This is an optimization exercise on Yosys and OpenROAD, whose aim is small area, a short achievable clock period and few clock cycles per item, not a production implementation. RTL that was checked went through simulation tests only; none was proved equivalent to the original. No activity file was given, so power comes from the tool's default toggle rates.

== JK ==
==> module SQRTLOG, before the edit <==
module SQRTLOG #(parameter NBITS = 20, M = 10, N = 10)
              (input logic clock, reset,
               input logic [1:0] op,
               input logic [NBITS-1:0] data_in,
               output logic done,
               output logic [NBITS-1:0] data_out);
  logic [16:0] w;
  logic [9:0]  f;
  logic [4:0]  ext;
  logic [16:0] r;
  assign f   = w[9:0];
  assign ext = w[14:10];
  assign r   = w;
  logic [1:0]  pr;      
  logic [1:0]  opr;     
  logic [3:0]  cnt;     
  logic [19:0] n16, n8, n4, n2, n1;
  logic [4:0]  lz;
  always_comb begin
    lz[4] = ~|data_in[19:4];
    n16   = lz[4] ? {data_in[3:0], 16'd0} : data_in;
    lz[3] = ~|n16[19:12];
    n8    = lz[3] ? {n16[11:0], 8'd0} : n16;
    lz[2] = ~|n8[19:16];
    n4    = lz[2] ? {n8[15:0], 4'd0} : n8;
    lz[1] = ~|n4[19:18];
    n2    = lz[1] ? {n4[17:0], 2'd0} : n4;
    lz[0] = ~n2[19];
    n1    = lz[0] ? {n2[18:0], 1'b0} : n2;
  end
  logic [9:0] f0;
  assign f0 = n1[18:9];                         
  logic [4:0] lzp;
  always_comb begin
    lzp = 5'd31;
    for (int i = 0; i < 20; i++)
      if (data_in[i]) lzp = 5'(19 - i);
  end
  logic [24:0] a0;
  logic [13:0] t308, t710;
  logic [14:0] te;
  always_comb begin
    case (lzp)
      5'd0: begin te = 15'h0009; t308 = 14'h0ad4; t710 = 14'h18f6; end
      5'd1: begin te = 15'h0008; t308 = 14'h09a0; t710 = 14'h1630; end
      5'd2: begin te = 15'h0007; t308 = 14'h086c; t710 = 14'h136a; end
      5'd3: begin te = 15'h0006; t308 = 14'h0738; t710 = 14'h10a4; end
      5'd4: begin te = 15'h0005; t308 = 14'h0604; t710 = 14'h0dde; end
      5'd5: begin te = 15'h0004; t308 = 14'h04d0; t710 = 14'h0b18; end
      5'd6: begin te = 15'h0003; t308 = 14'h039c; t710 = 14'h0852; end
      5'd7: begin te = 15'h0002; t308 = 14'h0268; t710 = 14'h058c; end
      5'd8: begin te = 15'h0001; t308 = 14'h0134; t710 = 14'h02c6; end
      5'd9: begin te = 15'h0000; t308 = 14'h0000; t710 = 14'h0000; end
      5'd10: begin te = 15'h7fff; t308 = 14'h3ecc; t710 = 14'h3d3a; end
      5'd11: begin te = 15'h7ffe; t308 = 14'h3d98; t710 = 14'h3a74; end
      5'd12: begin te = 15'h7ffd; t308 = 14'h3c64; t710 = 14'h37ae; end
      5'd13: begin te = 15'h7ffc; t308 = 14'h3b30; t710 = 14'h34e8; end
      5'd14: begin te = 15'h7ffb; t308 = 14'h39fc; t710 = 14'h3222; end
      5'd15: begin te = 15'h7ffa; t308 = 14'h38c8; t710 = 14'h2f5c; end
      5'd16: begin te = 15'h7ff9; t308 = 14'h3794; t710 = 14'h2c96; end
      5'd17: begin te = 15'h7ff8; t308 = 14'h3660; t710 = 14'h29d0; end
      5'd18: begin te = 15'h7ff7; t308 = 14'h352c; t710 = 14'h270a; end
      5'd19: begin te = 15'h7ff6; t308 = 14'h33f8; t710 = 14'h2444; end
      default: begin te = 'x; t308 = 'x; t710 = 'x; end
    endcase
    case (op)
      2'd2:    a0 = {{11{t308[13]}}, t308};
      2'd3:    a0 = {{11{t710[13]}}, t710};
      default: a0 = {te, 10'd0};
    endcase
  end
  logic [3:0]  top4;
  logic [1:0]  pr0;
  logic [3:0]  cnt_sq0;
  logic [16:0] r0;
  logic [19:0] q0;
  logic        nz;
  assign top4    = n2[19:16];
  assign pr0     = n2[15:14];
  assign cnt_sq0 = 4'd12 - {1'b0, lz[4:2], lz[1]};
  assign nz      = |n2[19:18];
  logic [4:0] rq;
  always_comb begin
    case (top4)
      4'd0: rq = 5'bxxxxx;
      4'd1: rq = 5'bxxxxx;
      4'd2: rq = 5'bxxxxx;
      4'd3: rq = 5'bxxxxx;
      4'd4: rq = 5'd0;
      4'd5: rq = 5'd2;
      4'd6: rq = 5'd4;
      4'd7: rq = 5'd6;
      4'd8: rq = 5'd8;
      4'd9: rq = 5'd1;
      4'd10: rq = 5'd3;
      4'd11: rq = 5'd5;
      4'd12: rq = 5'd7;
      4'd13: rq = 5'd9;
      4'd14: rq = 5'd11;
      4'd15: rq = 5'd13;
    endcase
    r0 = nz ? {13'd0, rq[4:1]} : 17'd0;
    q0 = nz ? {18'd0, 1'b1, rq[0]} : 20'd0;
  end
  logic [16:0] rn;
  logic        qb;
  assign rn = {r[14:0], pr} + {data_out[14:0] ^ {15{~r[16]}}, 2'b11};
  assign qb = ~rn[16];
  logic [1:0] prn;
  always_comb begin
    prn = 2'b00;
    for (int j = 5; j < 15; j++)
      if (cnt == 4'(j + 1)) prn = data_in[2*j-9 -: 2];
  end
  logic        b, b0;
  logic [11:0] s;
  logic [9:0]  fn;
  assign b  = f >= 10'd425;
  assign b0 = b ? (f >= 10'd699) : (f >= 10'd195);
  sqstep u_sq (.f(f), .s(s));
  assign fn = b ? {s[11], s[9:1]} : s[9:0];
  logic [9:0] kk;
  logic       k10;
  assign kk  = (opr == 2'd2) ? 10'd308 : (opr == 2'd3) ? 10'd710 : 10'd0;
  assign k10 = (opr == 2'd1);
  function automatic logic [24:0] addk(input logic [24:0] a);
    logic [10:0] c;
    logic        ci;
    logic [24:0] y;
    c[0] = 1'b0;
    for (int i = 0; i < 10; i++) begin
      y[i]   = a[i] ^ kk[i] ^ c[i];
      c[i+1] = kk[i] ? (a[i] | c[i]) : (a[i] & c[i]);
    end
    ci = c[10] | k10;
    for (int i = 10; i < 25; i++)
      y[i] = a[i] ^ (ci & (&(a[24:10] | (15'h7fff << (i - 10)))));
    addk = y;
  endfunction
  logic [24:0] a2, an, a4, af;
  assign a2 = {ext[3:0], data_out, 1'b0};
  assign an = b ? addk(a2) : a2;
  assign a4 = {an[23:0], 1'b0};
  assign af = b0 ? addk(a4) : a4;
  always_ff @(posedge clock) begin
    if (reset) begin
      done <= (op != 2'd0) && (f0 == 10'd0);
      pr   <= pr0;
      opr  <= op;
      if (op == 2'd0) begin
        w        <= r0;
        data_out <= q0;
        cnt      <= cnt_sq0;
      end else begin
        w        <= {2'b00, a0[24:20], f0};
        data_out <= a0[19:0];
        cnt      <= 4'd8;
      end
    end else begin
      cnt <= cnt - 4'd1;
      pr  <= prn;
      if (opr == 2'd0)
        w <= rn;
      else
        w <= {2'b00, an[24:20], fn};
      if (!done) begin
        if (cnt == 4'd0) done <= 1'b1;
        if (opr == 2'd0)
          data_out <= {data_out[18:0], qb};
        else if (cnt == 4'd0)
          data_out <= {{5{af[24]}}, af[24:10]};
        else
          data_out <= an[19:0];
      end
    end
  end
endmodule
export LEC_CHECK = 0
export CAP_MARGIN = 20
export CORE_MARGIN = 2
export CORE_UTILIZATION = 40
export SETUP_SLACK_MARGIN = 3.5
export SLEW_MARGIN = 20
create_clock -name core_clock -period 8.0 [get_ports {clock}]
run.sh (not shown) runs the stock make flow with config.mk's settings and CLKGATE_MAP_FILE= SYNTH_SCRIPT=/design/flow/synth_recipe.tcl, a recipe that flattens the netlist after the stock synthesis.
Testbench counts of JK, summed over its fixed seeds: cycles 17,952, ops 1,920.
What PW does differently from JK at the input level:
--- a/flow/design.v
+++ b/flow/design.v
@@ -120,27 +120,23 @@
   sqstep u_sq (.f(f), .s(s));
   assign fn = b ? {s[11], s[9:1]} : s[9:0];
-  logic [9:0] kk;
-  logic       k10;
-  assign kk  = (opr == 2'd2) ? 10'd308 : (opr == 2'd3) ? 10'd710 : 10'd0;
-  assign k10 = (opr == 2'd1);
-  function automatic logic [24:0] addk(input logic [24:0] a);
-    logic [10:0] c;
-    logic        ci;
-    logic [24:0] y;
-    c[0] = 1'b0;
-    for (int i = 0; i < 10; i++) begin
-      y[i]   = a[i] ^ kk[i] ^ c[i];
-      c[i+1] = kk[i] ? (a[i] | c[i]) : (a[i] & c[i]);
-    end
-    ci = c[10] | k10;
-    for (int i = 10; i < 25; i++)
-      y[i] = a[i] ^ (ci & (&(a[24:10] | (15'h7fff << (i - 10)))));
-    addk = y;
-  endfunction
-  logic [24:0] a2, an, a4, af;
-  assign a2 = {ext[3:0], data_out, 1'b0};
-  assign an = b ? addk(a2) : a2;
-  assign a4 = {an[23:0], 1'b0};
-  assign af = b0 ? addk(a4) : a4;
+  logic [1:0]  m;
+  logic [11:0] mk;
+  logic [24:0] ax, an;
+  logic [12:0] lo;
+  assign m = (cnt == 4'd0) ? {b, b0} : {1'b0, b};
+  always_comb begin
+    case (opr)
+      2'd2:    mk = 12'(m * 10'd308);
+      2'd3:    mk = 12'(m * 10'd710);
+      default: mk = {m, 10'd0};
+    endcase
+  end
+  assign ax = (cnt == 4'd0) ? {ext[2:0], data_out, 2'b00} : {ext[3:0], data_out, 1'b0};
+  assign lo = {1'b0, ax[11:0]} + {1'b0, mk};
+  always_comb begin
+    an[11:0] = lo[11:0];
+    for (int i = 12; i < 25; i++)
+      an[i] = ax[i] ^ (lo[12] & (&(ax[24:12] | (13'h1fff << (i - 12)))));
+  end
   always_ff @(posedge clock) begin
     if (reset) begin
@@ -169,5 +165,5 @@
           data_out <= {data_out[18:0], qb};
         else if (cnt == 4'd0)
-          data_out <= {{5{af[24]}}, af[24:10]};
+          data_out <= {{5{an[24]}}, an[24:10]};
         else
           data_out <= an[19:0];
Diff JK -> PW: clock group total power lower; area growth from synthesis to layout went up; met3 track demand over resource in global routing shows an increase of 0.73 points; power density over the cells moved up; number of global-route vias before repair increased by 2.3% relative to the old numbers. NOTE: smallest hold slack in PW falls short of that of JK. PW has register cell area after layout below what JK had. Xor and xnor area share after synthesis: PW > JK. Taking JK as the reference, in PW fraction of synthesized area in multiplexers shrank by 0.36 points; count of mapped cells out of synthesis shrank by 25; fraction of the mapped netlist area in compound gates grew by 1.4 points; least setup slack across all paths after layout shrank by 0.010 ns; portion of total power attributed to the clock network shrank by 0.8 points. Looking at count of clock-buffer cells in the layout, PW sits 1 lower than JK does.
No functional check of the RTL was part of PW.

[static timing again, ports no longer ideal]
The flow's constraints put no driver on any port. The routed layouts listed below were extracted and timed again, unchanged, in two steps. Step 1 sets driving cells, clkbuf_16 on the clock port and buf_2 on the other inputs (assumed; they add their load-dependent delay and slew). Step 2 moves the port delays by t, midway between the first and last clock arrival at a register: inputs arrive t later, outputs are due t later. That takes back most of the time a late clock gives input paths. Slacks: ideal / step 1 / step 2; pairs: ideal / step 1.
| run | t, ns | setup slack, ns | worst hold slack (ns) | cell pins on the clock port's net |
|---|---|---|---|---|
| JK | 0.329 | 3.612 / 3.631 / 3.302 | 0.557 / 0.557 / 0.557 | 1 |
| PW | 0.340 | 3.602 / 3.620 / 3.280 | 0.548 / 0.548 / 0.548 | 1 |
After both steps every run listed still meets setup and hold. The setup slack of PW, which loses most, moves by +0.018 ns with the drivers and by -0.322 ns with both steps.
